Source: an optimization exercise on an open RTL-to-GDS flow (aim: small area and a short achievable clock period). Production flows keep margins and buffers that such runs may drop. No run shown here included a check of the RTL's function; only the layout flow was run. Power figures rest on the tool's default switching activity, not on a simulated workload.

## flow/design.v (module list and top-level ports; edited modules follow where they fit)
// module mac5: 1156 lines
// module mac5_fa: 4 lines
module mac5 #(parameter WIDTH=32)
   (input logic [(WIDTH/2)-1:0] a,
    input logic [(WIDTH/2)-1:0] b,
    input logic               clk, reset,
    output logic [WIDTH-1:0]  out);
  // ...
==> flow/run.sh <==
#!/bin/bash
# synth_recipe.tcl (not shown) runs the flow's synth.tcl, then flattens the netlist and writes it again
# the make line also repeats each setting of config.mk as NAME=value (left out here)
make -C /OpenROAD-flow-scripts/flow DESIGN_CONFIG=/design/flow/config.mk WORK_HOME=/design/flow/orfs CLKGATE_MAP_FILE= SYNTH_SCRIPT=/design/flow/synth_recipe.tcl finish
==> flow/config.mk <==
export PLATFORM = sky130hd
export DESIGN_NAME = mac5
export DESIGN_NICKNAME = mac5
export VERILOG_FILES = /design/flow/design.v
export SDC_FILE = /design/flow/constraint.sdc
export NUM_CORES = 4
export LEC_CHECK = 0
export ABC_CLOCK_PERIOD_IN_PS = 2500
export CAP_MARGIN = 20
export CORE_MARGIN = 2
export CORE_UTILIZATION = 40
export SLEW_MARGIN = 20
export SYNTH_HIERARCHICAL = 1
export SYNTH_MINIMUM_KEEP_SIZE = 0
==> flow/constraint.sdc <==
create_clock -name core_clock -period 7.0 [get_ports {clk}]
set_input_delay 1.4000 -clock core_clock [delete_from_list [all_inputs] [get_ports {clk}]]
set_output_delay 1.4000 -clock core_clock [all_outputs]
set_load 0.01 [all_outputs]
==> impl_metrics.csv, run 1 <==
group,metric,value,unit
layout,fin_util,46.5,%
synthesis,synth-compound-area-share,5.00,%
worst_setup_path,path_common_cell,"fa_1",
layout,signal_buffers,66,
global_route,grt_util_met2,33.1,%
worst_setup_path,rrSetupSlack,3.76,ns
timing,rsz0062_at_grt,"false",
layout,nFlopsAndLatches,249,
timing,finalSetupTns,0,ns
synthesis,synth_most_common_cell,"nand2_1",
clocking,cts_hold_buf,0,
layout,diodes,0,
layout,clkCellAreaFrac,6.08,%
status,status,"timing/DRC/antenna clean",
global_route,grt_max_degree,21,
timing,layout_setup_ws,3.76,ns
floorplan,core_area,31600,sq um
layout,drive_above_1_share,5.24,%
floorplan,taps,402,
power,swShare,38.0,%
layout,buffer_area_share,4.47,%
worst_hold_path,min_path_type,"reg2reg",
synthesis,ys_seq_elements,249,
synthesis,yosysWarnings,7,
route,dr.max_layer_used,"met4",
==> run 2: changes to the inputs <==
--- a/flow/config.mk
+++ b/flow/config.mk
@@ -9,6 +9,7 @@
 export CAP_MARGIN = 20
 export CORE_MARGIN = 2
 export CORE_UTILIZATION = 40
+export SETUP_SLACK_MARGIN = 4.3
 export SLEW_MARGIN = 20
 export SYNTH_HIERARCHICAL = 1
 export SYNTH_MINIMUM_KEEP_SIZE = 0
==> impl_metrics.csv, run 2 <==
group,metric,value,unit
worst_setup_path,r2r_end,"q2_18_0",
timing,setup_viol,0,
layout,top_register,"out",
layout,drive_above_1_share,14.8,%
layout,layout_commonest_cell,"nand2_1",
power,combPwrFrac,45.5,%
route,drtAntennaViolNets,0,
route,via_count,8191,
global_route,grt_max_degree,33,
timing,period_minus_slack,2.70,ns
timing,worstMarginPinSlew,0.552,ns
placement,io_buffers,65,
floorplan,ioPinCount,66,
synthesis,synth_edf_count,0,
synthesis,syn_inst,1094,
route,wl_per_cell,20.2,microns
floorplan,die_w,184,microns
worst_setup_path,cp_max_fo,7,
synthesis,yosys.area.top_type,"dfxtp_1",
power,p_int,0.00426,W
global_route,antenna_found_initial,0,
synthesis,synth_most_common_cell,"nand2_1",
worst_setup_path,worstSetupStartpoint,"ra[7]",
clocking,cts_buffers,29,
power,pwr-share-clk,21.4,%
worst_hold_path,min_path_type,"reg2reg",
clocking,clk_latency,0.55,ns
power,p_leak,5.97,nW
placement,dp_hpwl,22600,microns
worst_hold_path,min_to,"q3_0_0",
floorplan,core_area,31600,sq um
timing,period_share,38.6,%
synthesis,synth_area_leaders,"dfxtp_1 38%, fa_1 37%, nand2_1 8.8%",
worst_setup_path,rr_worst_depth,5,
worst_setup_path,r2r-start,"ra[7]",
synthesis,yosys-top-cells-count,"304 x nand2_1, 248 x dfxtp_1, 241 x fa_1",
layout,top_regs,"out (32), ra (16), rb (16)",
power,p_seq_share,33.1,%
clocking,cts_num_sinks,249,
worst_hold_path,min_from,"q2_0_0",
power,power_density,449,nW/um^2
worst_setup_path,end_kind,"flop",
timing,finalHoldViolations,0,
timing,skew,0.0146,ns
synthesis,netlist_area,12900,sq um
global_route,grt_pass1_wl,49800,microns
layout,area_growth,19.6,%
synthesis,async_reset_ff_share,0.402,%
power,finalPower,0.00693,W
timing,finalSetupTns,0,ns
global_route,overflow,0,
clocking,path_clk_slew,0.06,ns
synthesis,ys.flop_type,"dfxtp_1",
timing,slew_headroom,63.2,%
floorplan,die_height,184,microns
clocking,cts_htree_levels,1,
layout,fin_cells,1613,
placement,dp_cells,1502,
worst_setup_path,worstSetupPathType,"reg2reg",
synthesis,syn_area_per_cell,11.8,sq um
route,post-route-drc-count,0,
worst_setup_path,arrival,3.13,ns
route,first_pass_iters,5,
timing,final_max_slew_viol_count,0,
route,totalWireLength,32600,microns
power,ir_drop,0.225,mV
worst_hold_path,whs_path_depth,0,
synthesis,synth_top_area_share,38.5,%
floorplan,row_count,65,
placement,gp_congestion,0.841,
global_route,grt_usage,19.7,%
route,vias_per_cell,5.08,
layout,mostFrequentLayoutCells,"298 x nand2_1, 238 x fa_1, 212 x dfxtp_1, 56 x buf_4, 33 x clkdlybuf4s50_1",
layout,diodes,0,
global_route,grt_pass1_vias,8770,
status,status,"timing/DRC/antenna clean",
layout,largest_reg_flops,32,
power,swShare,38.6,%
clocking,cts_tree,"built",
synthesis,yosysWarnings,7,
floorplan,die_area,33700,sq um
timing,max_freq,0.370,GHz
timing,layout_setup_ws,4.30,ns
layout,multi_input_area,7690,sq um
layout,regArea,5090,sq um
synthesis,ys_seq_elements,249,
worst_setup_path,startpoint_type,"flop",
route,drt_iter0_drc,544,
clocking,ctsRootBufferMaster,"clkbuf_16",
power,p_switching,0.00267,W
worst_setup_path,rrSetupSlack,4.30,ns
clocking,cts_hold_buf,0,
layout,n_fill_cell,2813,
timing,rsz0062_at_grt,"true",
layout,nets,1500,
synthesis,ys_types,52,
placement,place_ws,3.74,ns
synthesis,yosysSeqAreaShare,38.7,%
timing,hold_slack,0.322,ns
clocking,clock_path_buffers,3,
worst_setup_path,worstPathRequired,7.43,ns
floorplan,initial_utilization,40.8,%
run,cap_viol_max_count,0,
run 2: per-module statistics from Yosys, one instance, submodules excluded:
module,copies in the design,cells inside,flops+latches,area (sq um)
mac5_fa,240,1,0,20.0
mac5,1,854,249,8100
run 2: worst max-delay path by stage:
stage | end | cells past startpoint
6_report | q2_18_0 | 5
5_1_grt | q2_19_0 | 6
4_1_cts | q2_18_0 | 5
3_5_place_dp | q2_18_0 | 5
3_3_place_gp | q2_18_0 | 5
2_1_floorplan | q2_12_0 | 7
run 2: metal layers:
metal  GRT usage, %  up-vias  share of wire [%]
met5              0        -                  0
li1               -     3611                  -
met3           3.07       48                6.6
met4           4.35        0                2.1
met2           33.1      283                 48
met1           26.9     4249                 43
run 2: final cells by class:
cell class	instances	area share, %
Multi-Input combinational cell	771	49.9
Inverter	12	0.292
Clock inverter	14	0.989
Timing Repair Buffer	130	7.52
Clock buffer	35	5.11
Tap cell	402	3.26
Sequential cell	249	33.0
run 2: stage by stage:
stage               area (sq um)  util [%]
floorplan                  13400         -
global placement           13800      43.7
detailed placement         13800      43.7
CTS                        15100      47.8
global route               15400      48.8
finish                     15400      48.8
run 2: cell families (layout without fill, tap and decap cells):
kind of cell,count (synthesis),count (layout),share of synthesized area (%)
AND/OR/NAND/NOR,359,359,11.2
adder cells (fa/ha/maj),273,273,40.5
AO/OA/AOI/OAI,95,95,5.00
other,1,17,0.0291
flip-flops,249,249,38.7
XOR/XNOR,27,27,1.83
buffers and inverters,90,191,2.73
run 2: power groups by stage:
stage | registers (W) | logic (W) | clock network, W
6_report | 0.00229 | 0.00316 | 0.00148
5_1_grt | 0.00234 | 0.00357 | 0.00158
4_1_cts | 0.00230 | 0.00310 | 0.00152
3_5_place_dp | 0.00234 | 0.00308 | 0
3_3_place_gp | 0.00234 | 0.00300 | 0
2_1_floorplan | 0.00224 | 0.00214 | 0
run 2: worst max-delay path, cell delays in order (launching register included):
cell     delay [ns]
dfxtp_4        0.43
nand2_1        0.10
fa_1           0.49
fa_1           0.61
fa_1           0.47
fa_1           0.48
run 2: timing repair:
item	CTS	global route
cloned	0	1
pin swaps	4	18
buffers inserted	33	28
endpoints found under the setup margin	89	30
gates resized for setup	95	21
==> run 3: changes to the inputs <==
--- a/flow/config.mk
+++ b/flow/config.mk
@@ -5,10 +5,10 @@
 export SDC_FILE = /design/flow/constraint.sdc
 export NUM_CORES = 4
 export LEC_CHECK = 0
-export ABC_CLOCK_PERIOD_IN_PS = 2500
+export ABC_CLOCK_PERIOD_IN_PS = 1000
 export CAP_MARGIN = 20
 export CORE_MARGIN = 2
-export CORE_UTILIZATION = 40
+export CORE_UTILIZATION = 60
 export SETUP_SLACK_MARGIN = 4.3
 export SLEW_MARGIN = 20
 export SYNTH_HIERARCHICAL = 1
==> impl_metrics.csv, run 3 <==
group,metric,value,unit
synthesis,yosys.area.top_type,"dfxtp_1",
synthesis,syn_area_per_cell,11.8,sq um
synthesis,synth_fa_ha_area_share,40.5,%
power,finalPower,0.00698,W
global_route,grt_max_degree,33,
synthesis,synth-compound-area-share,5.00,%
global_route,grt_usage,29.2,%
clocking,cts_num_sinks,249,
layout,area_growth,18.1,%
synthesis,async_reset_ff_share,0.402,%
worst_setup_path,startpoint_type,"flop",
floorplan,ioPinCount,66,
clocking,clk_latency,0.55,ns
run,cap_viol_max_count,0,
layout,top_regs,"out (32), ra (16), rb (16)",
layout,nets,1493,
synthesis,syn_inst,1094,
power,p_leak,5.94,nW
power,ir_drop,0.251,mV
timing,slew_headroom,64.9,%
floorplan,die_area,22700,sq um
global_route,grt_pass1_vias,8643,
worst_setup_path,cp_max_fo,9,
global_route,overflow,0,
worst_setup_path,worstPathRequired,7.41,ns
route,vias_per_cell,5.62,
route,wl_per_cell,21.3,microns
global_route,antenna_found_initial,0,
layout,fin_util,72.2,%
worst_setup_path,arrival,3.12,ns
synthesis,synth-simple-area-share,11.2,%
route,drtAntennaViolNets,0,
clocking,cts_htree_levels,1,
route,via_count,8334,
layout,diodes,0,
clocking,ctsRootBufferMaster,"clkbuf_16",
synthesis,yosysSeqAreaShare,38.7,%
status,status,"timing/DRC/antenna clean",
timing,worstMarginPinSlew,0.527,ns
synthesis,synth_most_common_cell,"nand2_1",
floorplan,initial_utilization,61.2,%
layout,largest_reg_flops,32,
synthesis,synth_top_family_by_area,"adder cells",
floorplan,core_area,21100,sq um
worst_setup_path,worstSetupPathType,"reg2reg",
synthesis,ys_seq_elements,249,
clocking,cts_tree,"built",
route,first_pass_iters,6,
synthesis,netlist_area,12900,sq um
layout,drive_above_1_share,14.2,%
clocking,clock_path_buffers,3,
timing,skew,0.0159,ns
layout,layout_commonest_cell,"nand2_1",
synthesis,yosysWarnings,7,
clocking,path_clk_slew,0.06,ns
floorplan,row_count,53,
timing,finalHoldViolations,0,
placement,gp_congestion,0.890,
timing,setup_viol,0,
timing,period_share,38.7,%
power,power_density,458,nW/um^2
placement,io_buffers,65,
clocking,cts_buffers,27,
layout,final_area,15200,sq um
synthesis,ys.flop_type,"dfxtp_1",
synthesis,synth_edf_count,0,
route,totalWireLength,31500,microns
layout,mostFrequentLayoutCells,"300 x nand2_1, 240 x fa_1, 215 x dfxtp_1, 57 x buf_4, 33 x clkdlybuf4s50_1",
placement,dpl_cell_area,13700,sq um
synthesis,synth_xor_area_share,1.83,%
synthesis,yosys-top-cells-count,"304 x nand2_1, 248 x dfxtp_1, 241 x fa_1",
synthesis,synth_area_leaders,"dfxtp_1 38%, fa_1 37%, nand2_1 8.8%",
timing,final_max_slew_viol_count,0,
timing,finalSetupTns,0,ns
global_route,grt_pass1_wl,48400,microns
route,drt_iter0_drc,642,
placement,dp_hpwl,21800,microns
floorplan,die_w,151,microns
synthesis,ys_types,52,
timing,period_minus_slack,2.71,ns
synthesis,synthMuxAreaShare,0,%
timing,max_freq,0.369,GHz
synthesis,synth_top_area_share,38.5,%
layout,top_register,"out",
floorplan,die_height,151,microns
route,post-route-drc-count,0,
worst_setup_path,end_kind,"flop",
timing,rsz0062_at_grt,"true",
worst_hold_path,min_path_type,"reg2reg",
run 3: layout make-up:
cell class | count | area, sq um
clock buffers | 38 | 807
clock inverters | 12 | 159
fillers | 1529 | 5850
inverters | 12 | 45.0
multi-input cells | 771 | 7700
flip-flops and latches | 249 | 5080
well taps | 275 | 344
repair buffers | 125 | 1090
run 3: metrics by stage:
stage | setup WS [ns] | instances | hold slack [ns]
after floorplan | 4.30 | 1110 | 0.310
after global placement | 3.81 | 1376 | 0.312
after detailed placement | 3.80 | 1376 | 0.314
after CTS | 4.29 | 1465 | 0.330
after global routing | 4.22 | 1482 | 0.340
final | 4.29 | 1482 | 0.331
run 3: worst paths after layout:
check / startpoint / slack (ns) / cells after the start / endpoint
max: ra[6] / 4.29 / 5 / q2_14_0
min: q2_31_0 / 0.33 / 0 / q3_31_0
max reg2reg: ra[6] / 4.29 / 5 / q2_14_0
min reg2reg: q2_31_0 / 0.33 / 0 / q3_31_0
max in group asynchronous: reset / 5.90 / 1 / f
min in group asynchronous: reset / 1.00 / 1 / f
run 3: logic make-up (layout without fill, tap and decap cells):
kind of cell | after synthesis | count (layout)
AND/OR/NAND/NOR | 359 | 359
buffers and inverters | 90 | 187
flip-flops | 249 | 249
AO/OA/AOI/OAI | 95 | 95
other | 1 | 17
XOR/XNOR | 27 | 27
adder cells (fa/ha/maj) | 273 | 273
run 3: routing by layer:
layer | GRT usage (%) | vias to the layer above | routed length [microns] | share of wire, %
met5 | 0 | - | 0 | 0
met4 | 9.53 | 0 | 1010 | 3.2
met3 | 6.55 | 75 | 2980 | 9.4
met2 | 46.5 | 448 | 14600 | 46
met1 | 40.3 | 4211 | 12900 | 41
li1 | - | 3600 | - | -
run 3: critical path, cell delays in order, from the launching register on:
cell and delay (ns):
dfxtp_4 0.43, nand2_1 0.09, fa_1 0.48, fa_1 0.62
fa_1 0.47, fa_1 0.48
run 3: per-module statistics from Yosys, one instance, submodules excluded:
module   cell area [sq um]  cells  copies in the design
mac5                  8100    854                     1
mac5_fa               20.0      1                   240
run 3: repair_timing:
item | 4_1_cts | 5_1_grt
resized for setup | 93 | 16
cloned | 0 | 0
pin swaps | 3 | 9
hold buffers | 0 | 0
endpoints found under the setup margin | 83 | 32
buffers inserted | 39 | 17
run 3: where the power goes:
group,internal [W],switching [W],total [W]
Combinational,0.00140,0.00179,0.00319
Sequential,0.00198,0.000296,0.00228
Clock,0.000917,0.000592,0.00151
Total,0.00430,0.00268,0.00698
==> run 4: changes to the inputs <==
--- a/flow/config.mk
+++ b/flow/config.mk
@@ -9,6 +9,8 @@
 export CAP_MARGIN = 20
 export CORE_MARGIN = 2
 export CORE_UTILIZATION = 60
+export CTS_BUF_LIST = sky130_fd_sc_hd__clkbuf_4 sky130_fd_sc_hd__clkbuf_8
+export CTS_CLUSTER_SIZE = 30
 export SETUP_SLACK_MARGIN = 4.3
 export SLEW_MARGIN = 20
 export SYNTH_HIERARCHICAL = 1
==> impl_metrics.csv, run 4 <==
group,metric,value,unit
worst_setup_path,crit_family,"adder cells",
route,first_pass_iters,5,
worst_setup_path,worstSetupStartpoint,"rb[13]",
route,totalWireLength,32300,microns
synthesis,synth_area_leaders,"dfxtp_1 38%, fa_1 37%, nand2_1 8.8%",
floorplan,initial_utilization,61.2,%
synthesis,synth_edf_count,0,
floorplan,row_count,53,
worst_setup_path,rrSetupSlack,4.27,ns
layout,top_regs,"out (32), ra (16), rb (16)",
route,post-route-drc-count,0,
timing,finalSetupTns,0,ns
clocking,cts_num_sinks,249,
power,ir_drop,0.262,mV
synthesis,synth_most_common_cell,"nand2_1",
route,drt_iter0_drc,626,
synthesis,syn_inst,1094,
layout,layout_commonest_cell,"nand2_1",
clocking,cts_tree,"built",
worst_setup_path,r2r_end,"q2_18_0",
route,wl_per_cell,21.2,microns
worst_setup_path,crit_path_end,"q2_18_0",
synthesis,yosys-top-cells-count,"304 x nand2_1, 248 x dfxtp_1, 241 x fa_1",
timing,rsz0062_at_grt,"true",
worst_setup_path,r2r-start,"rb[13]",
placement,gp_congestion,0.890,
worst_setup_path,cp_slowest_cell,"fa_1",
synthesis,yosys.area.top_type,"dfxtp_1",
floorplan,die_area,22700,sq um
layout,largest_reg_flops,32,
layout,diodes,0,
synthesis,ys_types,52,
worst_setup_path,end_kind,"flop",
clocking,cts_htree_levels,2,
layout,mostFrequentLayoutCells,"290 x nand2_1, 236 x fa_1, 214 x dfxtp_1, 66 x buf_4, 49 x clkbuf_8",
layout,drive_above_1_share,18.4,%
synthesis,ys.flop_type,"dfxtp_1",
synthesis,async_reset_ff_share,0.402,%
layout,area_growth,18.8,%
route,drtAntennaViolNets,0,
global_route,grt_usage,29.2,%
floorplan,core_area,21100,sq um
timing,worstMarginPinSlew,0.507,ns
clocking,cts_buffers,42,
placement,io_buffers,65,
synthesis,syn_area_per_cell,11.8,sq um
global_route,antenna_found_initial,1,
run,cap_viol_max_count,0,
clocking,cts_hold_buf,0,
power,p_leak,6.04,nW
timing,skew,0.0395,ns
global_route,grt_max_degree,33,
worst_setup_path,arrival,3.19,ns
layout,fin_util,72.7,%
layout,top_register,"out",
worst_setup_path,rr_worst_depth,6,
synthesis,ys_seq_elements,249,
global_route,grt_pass1_vias,8722,
synthesis,synth_top_area_share,38.5,%
global_route,overflow,0,
floorplan,die_height,151,microns
power,finalPower,0.00679,W
worst_setup_path,startpoint_type,"flop",
floorplan,die_w,151,microns
worst_setup_path,critical_path.cell_chain,"buf_4 > nand2_1 > fa_1 > fa_1 > fa_1 > fa_1",
power,power_density,443,nW/um^2
worst_hold_path,min_path_type,"reg2reg",
synthesis,netlist_area,12900,sq um
worst_setup_path,crit_buf_inv,1,
timing,final_max_slew_viol_count,0,
worst_setup_path,cp_max_fo,5,
worst_setup_path,worstSetupPathType,"reg2reg",
route,via_count,8496,
placement,dp_hpwl,21800,microns
layout,nets,1527,
timing,period_share,39.0,%
worst_setup_path,path_common_cell,"fa_1",
route,vias_per_cell,5.57,
clocking,clock_path_buffers,3,
clocking,ctsRootBufferMaster,"clkbuf_8",
timing,finalHoldViolations,0,
timing,slew_headroom,66.0,%
worst_setup_path,max_stage_delay,0.57,ns
clocking,clk_latency,0.58,ns
worst_setup_path,path_depth,6,
timing,period_minus_slack,2.73,ns
timing,max_freq,0.366,GHz
synthesis,yosysSeqAreaShare,38.7,%
floorplan,ioPinCount,66,
synthesis,yosysWarnings,7,
clocking,path_clk_slew,0.06,ns
status,status,"timing/DRC/antenna clean",
worst_setup_path,worstPathRequired,7.46,ns
global_route,grt_pass1_wl,48300,microns
timing,setup_viol,0,
## run 4: cell types whose count changed in the layout (fill, tap and decap cells not counted), moves of 3 or more
cell       previous run  this run
clkbuf_4              0        17
clkbuf_16            27         0
clkbuf_8              9        49
nand2_1             300       290
nand2_2               4        13
buf_4                57        66
buf_6                 1         9
fa_2                  1         5
bufinv_16             3         0
fa_1                240       236
## run 4: power by group
part	internal, W	switching, W	total (W)
clock network	0.000727	0.000587	0.00131
logic	0.00141	0.00179	0.00320
registers	0.00198	0.000298	0.00228
## run 4: how the worst min path moves through the flow
stage	from	endpoint	slack [ns]	depth (start not counted)
4_1_cts	q2_31_0	q3_31_0	0.33	0
3_5_place_dp	q2_1_2	q3_1_1	0.31	0
6_report	q2_31_0	q3_31_0	0.33	0
2_1_floorplan	q2_0_0	q3_0_0	0.31	0
5_1_grt	q2_1_2	q3_1_1	0.34	0
3_3_place_gp	q2_0_0	q3_0_0	0.31	0
## run 4: area by class of cell
class,count,area (sq um)
Clock buffer,65,795
Sequential cell,249,5080
Clock inverter,9,63.8
Multi-Input combinational cell,771,7740
Inverter,12,45.0
Fill cell,1504,5760
Tap cell,275,344
Timing Repair Buffer,144,1260
## run 4: logic make-up after synthesis
| family | share of synthesized area, % |
|---|---|
| compound gates | 5.00 |
| fa+ha+maj | 40.5 |
| other cells | 0.0291 |
| simple gates | 11.2 |
| buf+inv | 2.73 |
| flops | 38.7 |
| xor+xnor | 1.83 |
## run 4: what timing repair did
| item | 4_1_cts | 5_1_grt |
|---|---|---|
| setup endpoints to repair | 81 | 32 |
| resized for setup | 92 | 45 |
| setup buffers | 36 | 39 |
| pin swaps | 2 | 31 |
| gates cloned | 0 | 0 |
## run 4: per-stage QoR
| stage | worst slack [ns] | area, sq um | cells | hold WS, ns |
|---|---|---|---|---|
| final | 4.27 | 15300 | 1525 | 0.329 |
| after global routing | 4.24 | 15300 | 1525 | 0.339 |
| after CTS | 4.27 | 14900 | 1486 | 0.328 |
| after detailed placement | 3.80 | 13700 | 1376 | 0.314 |
| after global placement | 3.81 | 13700 | 1376 | 0.312 |
| after floorplan | 4.30 | 13400 | 1110 | 0.310 |
## run 4: Yosys stat by module (local to each module, per instance)
module   copies in the design  cells inside  cell area (sq um)  flip-flops and latches
mac5                        1           854               8100                     249
mac5_fa                   240             1               20.0                       0
## run 4: worst register-to-register path: stages, from the launching register on
cell and delay (ns):
dfxtp_4 0.39, buf_4 0.15, nand2_1 0.08, fa_1 0.57, fa_1 0.45, fa_1 0.50, fa_1 0.49
## run 4: per-layer routing
metal  track usage, %  part of all wire (%)  vias to the layer above
met5                0                 0.040                        -
met4             8.50                   2.4                        2
met3             6.39                   9.7                       76
met2             46.7                    47                      434
met1             40.7                    41                     4312
li1                 -                     -                     3672

what the ideal ports hide:
How much do the figures lean on ideal ports? The routed layouts below were timed once more, with nothing changed but the port constraints. Step 1 sets driving cells, clkbuf_16 on the clock port and buf_2 on the other inputs (assumed; they add their load-dependent delay and slew). Step 2 times the ports against the registers' clock, not the clock port: input delays grow and output delays shrink by t, the midpoint of the rising clock arrivals with the driver on. Slacks: no drivers / after step 1 / after step 2; pairs: no drivers / after step 1.
| run | shift t [ns] | setup WS [ns] | latest minus earliest clock arrival (ns) | worst register clock-pin slew, ns | worst data-port slew with drivers (ns) |
|---|---|---|---|---|---|
| run 1 | 0.583 | 3.759 / 3.759 / 3.759 | 0.010 / 0.010 | 0.07 / 0.07 | 0.04 |
| run 2 | 0.593 | 4.298 / 4.296 / 4.298 | 0.016 / 0.015 | 0.06 / 0.06 | 0.04 |
| run 3 | 0.589 | 4.289 / 4.289 / 4.289 | 0.016 / 0.016 | 0.07 / 0.07 | 0.06 |
| run 4 | 0.605 | 4.267 / 4.267 / 4.267 | 0.040 / 0.039 | 0.06 / 0.06 | 0.06 |
After both steps setup and hold are still met in every run listed.
